This design comes from an exercise in tuning for small area on the open sky130 flow, not from production work. Where RTL was checked, it was by simulation tests only, not by an equivalence proof against the original. Power and IR drop assume default switching activity.

==> inputs of branch garnet <==
Design cpmTop, start of the top module:
module cpmTop(
	input clk,
	input reset_n,
	input rx_wenmiao,
	input rx_fakong,
	input rx_adt,
	output tx_wenmiao,
	output tx_fakong,
	output tx_adt,
	input[7:0]  SJA1000_add_data_i,
	output[7:0] SJA1000_add_data_o,
	output      SJA1000_add_data_oe,
	output can_ale,can_cs_n,can_rd_n,can_wr_n,can_rst,
	output convert_dir
    );
export LEC_CHECK = 0
export ABC_AREA = 1
export CAP_MARGIN = 20
export CORE_MARGIN = 2
export CORE_UTILIZATION = 65
export CTS_BUF_LIST = sky130_fd_sc_hd__clkbuf_8 sky130_fd_sc_hd__clkbuf_16
export CTS_CLUSTER_DIAMETER = 60
export CTS_CLUSTER_SIZE = 20
export SLEW_MARGIN = 20
create_clock -name core_clock -period 20.0 [get_ports {clk}]
run.sh (not shown) runs the stock make flow with config.mk's settings and CLKGATE_MAP_FILE= SYNTH_SCRIPT=/design/flow/synth_recipe.tcl, a recipe that flattens the netlist after the stock synthesis.
==> branch cedar (differences from branch garnet) <==
--- a/flow/config.mk
+++ b/flow/config.mk
@@ -10,6 +10,6 @@
 export CORE_MARGIN = 2
 export CORE_UTILIZATION = 65
-export CTS_BUF_LIST = sky130_fd_sc_hd__clkbuf_8 sky130_fd_sc_hd__clkbuf_16
-export CTS_CLUSTER_DIAMETER = 60
-export CTS_CLUSTER_SIZE = 20
+export CTS_BUF_LIST = sky130_fd_sc_hd__clkbuf_16
+export CTS_CLUSTER_DIAMETER = 100
+export CTS_CLUSTER_SIZE = 30
 export SLEW_MARGIN = 20
==> qor summary <==
| item | branch garnet | branch cedar |
|---|---|---|
| Hold Slack | 0.315 ns | 0.316 ns |
| Routed via count | 36000 | 35400 |
| DRT Pass-1 Iters | 6 | 8 |
| Slew at the pin with the worst max-slew slack | 1.02 ns | 1.08 ns |
| WL/cell | 14.7 µm | 14.5 µm |
| Clock tree cell share of total cell area | 0.0621 | 0.0357 |
| Power density over cell area | 112 mW/mm² | 104 mW/mm² |
| Combinational cell fraction of total power | 0.035 | 0.039 |
| Area added between synthesis and finish | 9.53% | 6.53% |
| Wire length the detailed router placed on met1 | 51200 µm | 50900 µm |
| Clock power share | 0.364 | 0.294 |
| Metal2 WL | 47500 µm | 45600 µm |
| Final net count | 5866 | 5803 |
| M3 GR Usage | 0.0336 | 0.0239 |
| Endpoint of the worst hold path | al_b.sr[13] | wl_a.sr[86] |
| Period minus WS final | 5.87 ns | 5.85 ns |
| First-pass GRT wire length | 176000 µm | 171000 µm |
| GRT met1 Usage | 0.282 | 0.281 |
| Run status | complete, no violations | complete, no violations |
| Arrival time worst endpoint | 1.87 ns | 1.85 ns |
| Routed length on met3 | 4460 µm | 3590 µm |
| Worst-Skew Late Latency | 0.76 ns | 0.72 ns |
| Max_slew headroom | 0.312 | 0.278 |
| Number of global-route vias before repair | 35200 | 34200 |
| Total wire length | 105000 µm | 103000 µm |
| Net Switching | 1850 µW | 1630 µW |
No run of this note included a check of the RTL's function; only the layout flow was run.

---

==> trial 3 <==
Another version of the RTL of cpmTop (not shown whole).
Settings: LEC_CHECK=0, ABC_AREA=1, CAP_MARGIN=20, CORE_MARGIN=2, CORE_UTILIZATION=65, CTS_BUF_LIST=sky130_fd_sc_hd__clkbuf_16, CTS_CLUSTER_DIAMETER=100, CTS_CLUSTER_SIZE=30, SLEW_MARGIN=20; clock period 20.0 ns.
==> inputs of trial 14, as changes to trial 3 <==
--- a/flow/design.v
+++ b/flow/design.v
@@ -4,15 +4,17 @@
 	input		rst_n,
 	input		bps_start,
 	output reg	clk_bps
 	);
 	reg[3:0]	cnt;
-	always @ (posedge clk)
-		if(!bps_start)	cnt <= 4'd0;
-		else			cnt <= cnt + 1'b1;
-	always @ (posedge clk)
-		clk_bps <= (cnt == 4'd7);
+	always @ (posedge clk or negedge rst_n)
+		if(!rst_n)			cnt <= 4'd0;
+		else if(!bps_start)	cnt <= 4'd0;
+		else				cnt <= cnt + 1'b1;
+	always @ (posedge clk or negedge rst_n)
+		if(!rst_n)	clk_bps <= 1'b0;
+		else		clk_bps <= (cnt == 4'd7);
 endmodule
 `timescale 1ns / 1ps
 module my_uart_rx(
 	input			clk,
 	input			rst_n,
@@ -161,10 +163,12 @@
 	input 		reset_n,
 	input		rd_start,
 	input		wr_start,
 	input[7:0]	address,
 	input[7:0]	tx_data,
+	input[7:0]	can_in,
+	output reg[7:0]	rx_data,
 	output reg		en_out,		
 	output reg[7:0]	can_out,
 	output reg		rd_valid,
 	output reg		convert_dir,
 	output reg 		can_ale,
@@ -181,10 +185,11 @@
 			can_out			<= 8'd0;
 			can_ale			<= 1'b0;
 			can_cs_n		<= 1'b1;
 			can_rd_n		<= 1'b1;
 			rd_valid		<= 1'b0;
+			rx_data			<= 8'd0;
 			rd_done			<= 1'b0;
 			wr_done			<= 1'b0;
 			can_wr_n		<= 1'b1;
 			end
 		else if(rd_start)
@@ -230,10 +235,11 @@
 				rd_valid	<= 1'b0;
 				op_state	<= op_state + 1'b1;
 				end
 			4'd9:
 				begin
+				rx_data		<= can_in;
 				can_rd_n	<= 1'b1;
 				op_state	<= op_state + 1'b1;
 				end
 			4'd10:
 				begin
@@ -312,10 +318,11 @@
 			can_out			<= 8'd0;
 			can_ale			<= 1'b0;
 			can_cs_n		<= 1'b1;
 			can_rd_n		<= 1'b1;
 			rd_valid		<= 1'b0;
+			rx_data			<= 8'd0;
 			rd_done			<= 1'b0;
 			can_wr_n		<= 1'b1;
 			end
 endmodule
 `timescale 1ns / 1ps
@@ -344,11 +351,11 @@
 	reg[5:0]	pc;
 	reg			rs, ws;		 
 	reg[1:0]	g;			 
 	reg			spur;		 
 	reg[6:0]	cr;			 
-	wire[7:0]	rx_data = can_in;
+	wire[7:0]	rx_data;
 	wire		rd_done, wr_done;
 	reg			op_wr;
 	reg[7:0]	op_addr, op_data;
 	always @ (*) begin
 		op_wr = 1'b1; op_data = 8'h00;
@@ -451,10 +458,12 @@
     .reset_n(reset_n),
     .rd_start(rs),
     .wr_start(ws),
     .address(op_addr),
     .tx_data(op_data),
+    .can_in(can_in),
+    .rx_data(rx_data),
     .en_out(en_out),
     .can_out(can_out),
     .rd_valid(rd_valid),
     .convert_dir(convert_dir),
     .can_ale(can_ale),
@@ -495,11 +504,11 @@
 			if(rx_valid) lastL <= (rx_byte == SOF_L);
 			sof <= rx_valid && (rx_byte == SOF_H) && lastL;
 		end
 	reg			cerr;
 	reg[12:0]	t1;
-	wire		tmo = (t1 == 13'h08AF);
+	wire		tmo = (t1 > 13'd6000);
 	always @ (posedge clk or negedge reset_n)
 		if(!reset_n)						state <= 2'd0;
 		else if(sof && (cnt < 3))			state <= 2'd1;
 		else if(cnt == LEN - 1)				state <= 2'd2;
 		else if(done)						state <= 2'd0;
@@ -528,11 +537,11 @@
 			cerr <= (cnt == LEN) && (sum != rx_byte);
 		end
 	always @ (posedge clk or negedge reset_n)
 		if(!reset_n)						t1 <= 13'd0;
 		else if(done || tmo || rx_valid)	t1 <= 13'd0;
-		else								t1 <= {t1[11:0], ~(t1[12] ^ t1[3] ^ t1[2] ^ t1[0])};
+		else								t1 <= t1 + 1'b1;
 	assign	wr			= rx_valid && (state == 2'd1);
 	assign	wr_last		= rx_valid && (state == 2'd2);
 	assign	done_first	= done && (state == 2'd2);
 endmodule
 `timescale 1ns / 1ps
@@ -545,13 +554,13 @@
 	output reg		adt_start
 	);
 	reg[14:0]	timerCnt;
 	always @ (posedge clk or negedge reset_n)
 		if(!reset_n)					timerCnt <= 15'd0;
-		else if(timerCnt == 15'h77B9)	timerCnt <= 15'd0;
-		else							timerCnt <= {timerCnt[13:0], ~(timerCnt[14] ^ timerCnt[13])};
-	assign	period_start = (timerCnt == 15'h7BDC);
+		else if(timerCnt == 15'd24999)	timerCnt <= 15'd0;
+		else							timerCnt <= timerCnt + 1'b1;
+	assign	period_start = (timerCnt == 15'd24998);
 	reg[1:0]	clkCnt;
 	always @ (posedge clk or negedge reset_n)
 		if(!reset_n)	clkCnt <= 2'd0;
 		else			clkCnt <= clkCnt + 1'b1;
 	wire	tick = (clkCnt == 2'd1);
@@ -731,34 +740,31 @@
 	reg[7:0]	wt_byte;
 	my_uart_tx #(.LEN(20), .CW(5)) wt (.clk(clk), .rst_n(reset_n), .frame_start(period_start),
 		.byte_in(wt_byte), .busy(wt_busy), .cnt(wt_cnt), .cap(wt_cap), .tx_en(wt_en), .late(wt_late), .tx(tx_wenmiao));
 	reg[1:0]	wbr;
 	reg			wbuilt, wp, wpv;
-	reg			warm, wact;
+	reg[4:0]	wcpc;
 	always @ (posedge clk or negedge reset_n)
 		if(!reset_n) begin
 			wbr <= 2'd0;
 			wbuilt <= 1'b0;
-			warm <= 1'b0;
-			wact <= 1'b0;
+			wcpc <= 5'd0;
 		end else begin
 			wbr <= {wbr[0], wt_busy};
 			if(wbr[1] & ~wbr[0]) begin
 				wbuilt <= 1'b1;
-				warm <= 1'b1;
-			end else if(acol == 5'd3)
-				warm <= 1'b0;
-			if(warm && (acol == 5'd3))	wact <= 1'b1;
-			else if(acol == 5'd19)		wact <= 1'b0;
+				wcpc <= 5'd17;
+			end else if(wcpc != 5'd0)
+				wcpc <= wcpc - 1'b1;
 		end
 	always @ (posedge clk)
 		if(wbr[1] & ~wbr[0]) begin
 			wp <= aptr;
 			wpv <= av;
 		end
 	wire[7:0]	wt_src = wpv ? (wp ? ab_tap : aa_tap) : 8'd0;
-	dline #(.N(17)) wtl (.clk(clk), .din((warm | wact) ? wt_src : wt_tap), .tap(wt_tap));
+	dline #(.N(17)) wtl (.clk(clk), .din((wcpc != 5'd0) ? wt_src : wt_tap), .tap(wt_tap));
 	reg[7:0]	pfw, accw;
 	always @ (posedge clk) begin
 		if({1'b0, acol} == {1'b0, wt_cnt} + (wt_late ? 6'd2 : 6'd1)) pfw <= wt_tap;
 		if(wt_cap && (wt_cnt != 5'd19)) accw <= ((wt_cnt == 5'd0) ? 8'd0 : accw) + wt_byte;
 	end
@@ -773,48 +779,34 @@
 	reg[7:0]	ft_byte;
 	my_uart_tx #(.LEN(32), .CW(6)) ft (.clk(clk), .rst_n(reset_n), .frame_start(period_start),
 		.byte_in(ft_byte), .busy(ft_busy), .cnt(ft_cnt), .cap(ft_cap), .tx_en(ft_en), .late(ft_late), .tx(tx_fakong));
 	reg[1:0]	fbr;
 	reg			fbuilt, fp, fpv;
+	reg[5:0]	fcpc;
 	reg[7:0]	fw4, fw5, fw6, fw7, fw14, fw15, fa20, fa21, accf;
 	always @ (posedge clk or negedge reset_n)
 		if(!reset_n) begin
 			fbr <= 2'd0;
 			fbuilt <= 1'b0;
+			fcpc <= 6'd0;
 		end else begin
 			fbr <= {fbr[0], ft_busy};
-			if(fbr[1] & ~fbr[0])
-				fbuilt <= 1'b1;
-		end
-	reg			marm, mact, mmode;
-	wire		mwin = marm | mact;
-	always @ (posedge clk or negedge reset_n)
-		if(!reset_n) begin
-			marm <= 1'b0;
-			mact <= 1'b0;
-			mmode <= 1'b0;
-		end else begin
 			if(fbr[1] & ~fbr[0]) begin
-				marm <= 1'b1;
-				mmode <= 1'b1;
-			end else if(smp && (idx == 7'd55)) begin
-				marm <= 1'b1;
-				mmode <= 1'b0;
-			end else if(wcol == 6'd3)
-				marm <= 1'b0;
-			if(marm && (wcol == 6'd3))	mact <= 1'b1;
-			else if(wcol == 6'd56)		mact <= 1'b0;
+				fbuilt <= 1'b1;
+				fcpc <= 6'd54;
+			end else if(fcpc != 6'd0)
+				fcpc <= fcpc - 1'b1;
 		end
 	wire[7:0]	fw_src = fpv ? (fp ? wb_tap : wa_tap) : 8'd0;
 	always @ (posedge clk) begin
 		if(fbr[1] & ~fbr[0]) begin
 			fp <= wptr;
 			fpv <= wv;
 			fa20 <= av ? alg20 : 8'd0;
 			fa21 <= av ? alg21 : 8'd0;
 		end
-		if(mwin && mmode)
+		if(fcpc != 6'd0)
 			case(wcol)
 			6'd5:  fw4  <= fw_src;
 			6'd6:  fw5  <= fw_src;
 			6'd7:  fw6  <= fw_src;
 			6'd8:  fw7  <= fw_src;
@@ -865,29 +857,28 @@
 			if(idx == 7'd59)
 				fjf <= 4'd15;
 			else if((idx >= 7'd60) && (idx <= 7'd64) && (fptr != fp0) && (fjf == 4'd15))
 				fjf <= idx[3:0] + 4'd8;	 
 		end
+	reg[5:0]	scpc;
+	always @ (posedge clk or negedge reset_n)
+		if(!reset_n)					scpc <= 6'd0;
+		else if(smp && (idx == 7'd55))	scpc <= 6'd54;
+		else if(scpc != 6'd0)			scpc <= scpc - 1'b1;
 	wire[7:0]	s_old = v0 ? (p0 ? wb_tap : wa_tap) : 8'd0;
 	wire[7:0]	s_new = p0 ? wa_tap : wb_tap;
 	wire[7:0]	s_src = (wcol < jf) ? s_old : s_new;
-	dline #(.N(54)) wl_s (.clk(clk), .din((mwin && !mmode) ? s_src : ws_tap), .tap(ws_tap));
-	reg			farm, fact;
+	dline #(.N(54)) wl_s (.clk(clk), .din((scpc != 6'd0) ? s_src : ws_tap), .tap(ws_tap));
+	reg[2:0]	xcpc;
 	always @ (posedge clk or negedge reset_n)
-		if(!reset_n) begin
-			farm <= 1'b0;
-			fact <= 1'b0;
-		end else begin
-			if(smp && (idx == 7'd64))	farm <= 1'b1;
-			else if(fcol == 4'd3)		farm <= 1'b0;
-			if(farm && (fcol == 4'd3))	fact <= 1'b1;
-			else if(fcol == 4'd8)		fact <= 1'b0;
-		end
+		if(!reset_n)					xcpc <= 3'd0;
+		else if(smp && (idx == 7'd64))	xcpc <= 3'd6;
+		else if(xcpc != 3'd0)			xcpc <= xcpc - 1'b1;
 	wire[7:0]	f_old = fv0 ? (fp0 ? fb_tap : fa_tap) : 8'd0;
 	wire[7:0]	f_new = fp0 ? fa_tap : fb_tap;
 	wire[7:0]	f_src = (fcol < fjf) ? f_old : f_new;
-	dline #(.N(6)) fl_s (.clk(clk), .din((farm | fact) ? f_src : fs_tap), .tap(fs_tap));
+	dline #(.N(6)) fl_s (.clk(clk), .din((xcpc != 3'd0) ? f_src : fs_tap), .tap(fs_tap));
 	wire		at_busy, at_cap, at_en, at_late;
 	wire[6:0]	at_cnt;
 	reg[7:0]	at_byte, pfa;
 	my_uart_tx #(.LEN(66), .CW(7)) at (.clk(clk), .rst_n(reset_n), .frame_start(adt_start),
 		.byte_in(at_byte), .busy(at_busy), .cnt(at_cnt), .cap(at_cap), .tx_en(at_en), .late(at_late), .tx(tx_adt));
CORE_UTILIZATION = 70   (was 65)
CTS_CLUSTER_DIAMETER = 80   (was 100)
CTS_CLUSTER_SIZE = 25   (was 30)
==> inputs of build 20, as changes to trial 3 <==
--- a/flow/design.v
+++ b/flow/design.v
@@ -11,15 +11,15 @@
 		else			cnt <= cnt + 1'b1;
 	always @ (posedge clk)
 		clk_bps <= (cnt == 4'd7);
 endmodule
 `timescale 1ns / 1ps
-module my_uart_rx(
+module my_uart_rx #(parameter HOLD = 1) (
 	input			clk,
 	input			rst_n,
 	input			rs232_rx,
-	output reg[7:0]	rx_data,
+	output[7:0]		rx_data,
 	output reg		rx_data_valid
 	);
 	reg		rx0, rx1, rx2, rx3;
 	always @ (posedge clk or negedge rst_n)
 		if(!rst_n) begin
@@ -56,13 +56,19 @@
 			4'd6: tmp[5] <= rs232_rx;
 			4'd7: tmp[6] <= rs232_rx;
 			4'd8: tmp[7] <= rs232_rx;
 			default: ;
 			endcase
-	always @ (posedge clk)
-		if(rx_int && !clk_bps && num == 4'd10)
-			rx_data <= tmp;
+	generate if(HOLD) begin : g_hold
+		reg[7:0]	hold;
+		always @ (posedge clk)
+			if(rx_int && !clk_bps && num == 4'd10)
+				hold <= tmp;
+		assign rx_data = hold;
+	end else begin : g_direct
+		assign rx_data = tmp;
+	end endgenerate
 	always @ (posedge clk or negedge rst_n)
 		if(!rst_n)
 			num <= 4'd0;
 		else if(rx_int) begin
 			if(clk_bps)				num <= num + 1'b1;
@@ -441,13 +447,12 @@
 			g <= g - 1'b1;
 		else begin
 			rs <= !op_wr;
 			ws <= op_wr;
 		end
-	always @ (posedge clk or negedge reset_n)
-		if(!reset_n)						cr <= 7'd0;
-		else if(done && (pc == 6'd11))		cr <= rx_data[7:1];
+	always @ (posedge clk)
+		if(done && (pc == 6'd11))	cr <= rx_data[7:1];
 can_rw can_rw_inst (
     .clk(clk),
     .reset_n(reset_n),
     .rd_start(rs),
     .wr_start(ws),
@@ -468,11 +473,12 @@
 `timescale 1ns / 1ps
 module rx_frame #(
 	parameter		CW		= 6,
 	parameter[7:0]	LEN		= 8'd57,
 	parameter[7:0]	SOF_L	= 8'h9F,
-	parameter[7:0]	SOF_H	= 8'hE4
+	parameter[7:0]	SOF_H	= 8'hE4,
+	parameter		HOLD	= 1
 	)(
 	input				clk,
 	input				reset_n,
 	input				rx,
 	output[7:0]			rx_byte,
@@ -482,11 +488,11 @@
 	output				wr,
 	output				wr_last,
 	output reg			done,
 	output				done_first
 	);
-	my_uart_rx u_rx(.clk(clk), .rst_n(reset_n), .rs232_rx(rx),
+	my_uart_rx #(.HOLD(HOLD)) u_rx(.clk(clk), .rst_n(reset_n), .rs232_rx(rx),
 					.rx_data(rx_byte), .rx_data_valid(rx_valid));
 	reg		lastL, sof;
 	always @ (posedge clk or negedge reset_n)
 		if(!reset_n) begin
 			lastL <= 1'b0;
@@ -590,14 +596,13 @@
 	output      SJA1000_add_data_oe,
 	output can_ale,can_cs_n,can_rd_n,can_wr_n,can_rst,
 	output convert_dir
     );
 	wire		rd_valid;
-	reg[7:0]	can_in;
-	always @ (posedge clk or negedge reset_n)
-		if(!reset_n)		can_in <= 8'd0;
-		else if(rd_valid)	can_in <= SJA1000_add_data_i;
+	reg[7:0]	can_in;		 
+	always @ (posedge clk)
+		if(rd_valid)	can_in <= SJA1000_add_data_i;
 SJA1000 SJA1000_inst (
     .clk(clk),
     .reset_n(reset_n),
     .can_rx_done(),
     .can_rx_data(),
@@ -656,11 +661,11 @@
 	dline #(.N(54)) wl_b (.clk(clk), .din((wput && !wptr) ? w_byte : wb_tap), .tap(wb_tap));
 	wire[7:0]	f_byte;
 	wire		f_valid, f_wr, f_wrl, f_done, f_df;
 	wire[1:0]	f_state;
 	wire[3:0]	f_cnt;
-	rx_frame #(.CW(4), .LEN(8'd9), .SOF_L(8'h8E), .SOF_H(8'hAA)) f_rx (
+	rx_frame #(.CW(4), .LEN(8'd9), .SOF_L(8'h8E), .SOF_H(8'hAA), .HOLD(0)) f_rx (
 		.clk(clk), .reset_n(reset_n), .rx(rx_fakong), .rx_byte(f_byte), .rx_valid(f_valid),
 		.state(f_state), .cnt(f_cnt), .wr(f_wr), .wr_last(f_wrl), .done(f_done), .done_first(f_df));
 	reg[3:0]	fcol;
 	always @ (posedge clk or negedge reset_n)
 		if(!reset_n)			fcol <= 4'd3;
@@ -689,11 +694,11 @@
 	dline #(.N(6)) fl_b (.clk(clk), .din((fput && !fptr) ? f_byte : fb_tap), .tap(fb_tap));
 	wire[7:0]	a_byte;
 	wire		a_valid, a_wr, a_wrl, a_done, a_df;
 	wire[1:0]	a_state;
 	wire[4:0]	a_cnt;
-	rx_frame #(.CW(5), .LEN(8'd25), .SOF_L(8'h64), .SOF_H(8'h00)) a_rx (
+	rx_frame #(.CW(5), .LEN(8'd25), .SOF_L(8'h64), .SOF_H(8'h00), .HOLD(0)) a_rx (
 		.clk(clk), .reset_n(reset_n), .rx(rx_adt), .rx_byte(a_byte), .rx_valid(a_valid),
 		.state(a_state), .cnt(a_cnt), .wr(a_wr), .wr_last(a_wrl), .done(a_done), .done_first(a_df));
 	reg[4:0]	acol;
 	always @ (posedge clk or negedge reset_n)
 		if(!reset_n)			acol <= 5'd3;
==> flow_summary.ini <==
[floorplan]
coreArea_um2 = 100000

[worst_setup_path]
cpPeakStageDelay_ps = 550
r2r_slack_ps = 16060

[layout]
nonClkBufAreaFrac_pct = 0.5763

[grt]
grt_pass1_wl_um = 160900

[logic_synthesis]
yosysTopAreaCellShare_pct = 57.42
synth_xor_area_share_pct = 1.292

[power]
p_per_area_nw_per_um2 = 103.3
clk-power_mw = 2.23

[status]
outcome = complete, no violations
The numbers above come from build 20.

==> flow_summary.ini <==
[status]
outcome = complete, no violations

[worst_setup_path]
cpMaxStageDelayCell = clkdlybuf4s50_1
r2r_slack_ps = 15910
cpPeakStageDelay_ps = 570

[clocking]
h-tree-depth = 3

[timing]
fmax_mhz = 170.7

[layout]
syn_to_final_growth_pct = 7.083
nonClkBufAreaFrac_pct = 0.5480

[place]
io_buffers = 29

[floorplan]
coreArea_um2 = 96280

[power]
power-top-group = registers
p_seq_mw = 5.03
p_per_area_nw_per_um2 = 106.6

[logic_synthesis]
synth_xor_area_share_pct = 1.393
ys_ff_latch = 2440

[detailed_routing]
ant_nets = 0

[grt]
use_met3_pct = 3.065
grt_pass1_wl_um = 184800
The numbers above come from trial 14.

==> flow_summary.ini <==
[worst_setup_path]
cpPeakStageDelay_ps = 540
r2r_slack_ps = 16140

[floorplan]
coreArea_um2 = 101300

[status]
outcome = complete, no violations

[timing]
fmax_mhz = 172.6

[layout]
ff_latch_area_um2 = 52420
nonClkBufAreaFrac_pct = 0.5491

[logic_synthesis]
synth_xor_area_share_pct = 1.254
yosysTopAreaCellShare_pct = 56.81

[clocking]
cts_buffers = 91

[detailed_routing]
drc = 0
via_count = 32400

[grt]
grt_pass1_wl_um = 160200

[power]
p_per_area_nw_per_um2 = 107.6
clk-power_mw = 2.22
p_int_mw = 5.948
The numbers above come from trial 3.

==> what the ideal ports hide <==
In the flow no input, the clock included, has a driving cell. The finished layouts below were timed again as built, in two steps. Step 1 sets driving cells, clkbuf_16 on the clock port and buf_2 on the other inputs (assumed; they add their load-dependent delay and slew). Step 2 moves the port delays by t, midway between the first and last clock arrival at a register: inputs arrive t later, outputs are due t later. That takes back most of the time a late clock gives input paths. Slacks: ideal / step 1 / step 2; pairs: ideal / step 1.
run	t (ns)	slack for setup (ns)	worst setup path after step 2	slew at the worst register clock pin (ns)
branch garnet	0.820	14.127 / 14.059 / 13.553	input, reset recovery	0.08 / 0.08
branch cedar	0.774	14.148 / 14.075 / 13.597	input, reset recovery	0.12 / 0.12
trial 3	0.766	14.205 / 14.137 / 14.481	input, reset recovery	0.11 / 0.11
trial 14	0.802	14.143 / 14.067 / 13.880	input, reset recovery	0.12 / 0.12
build 20	0.776	14.198 / 14.131 / 14.412	input, reset recovery	0.11 / 0.11
After both steps setup and hold are still met in every run listed. The setup slack of branch garnet, which loses most, moves by -0.068 ns with the drivers and by -0.574 ns with both steps. Setup slack includes reset recovery checks.
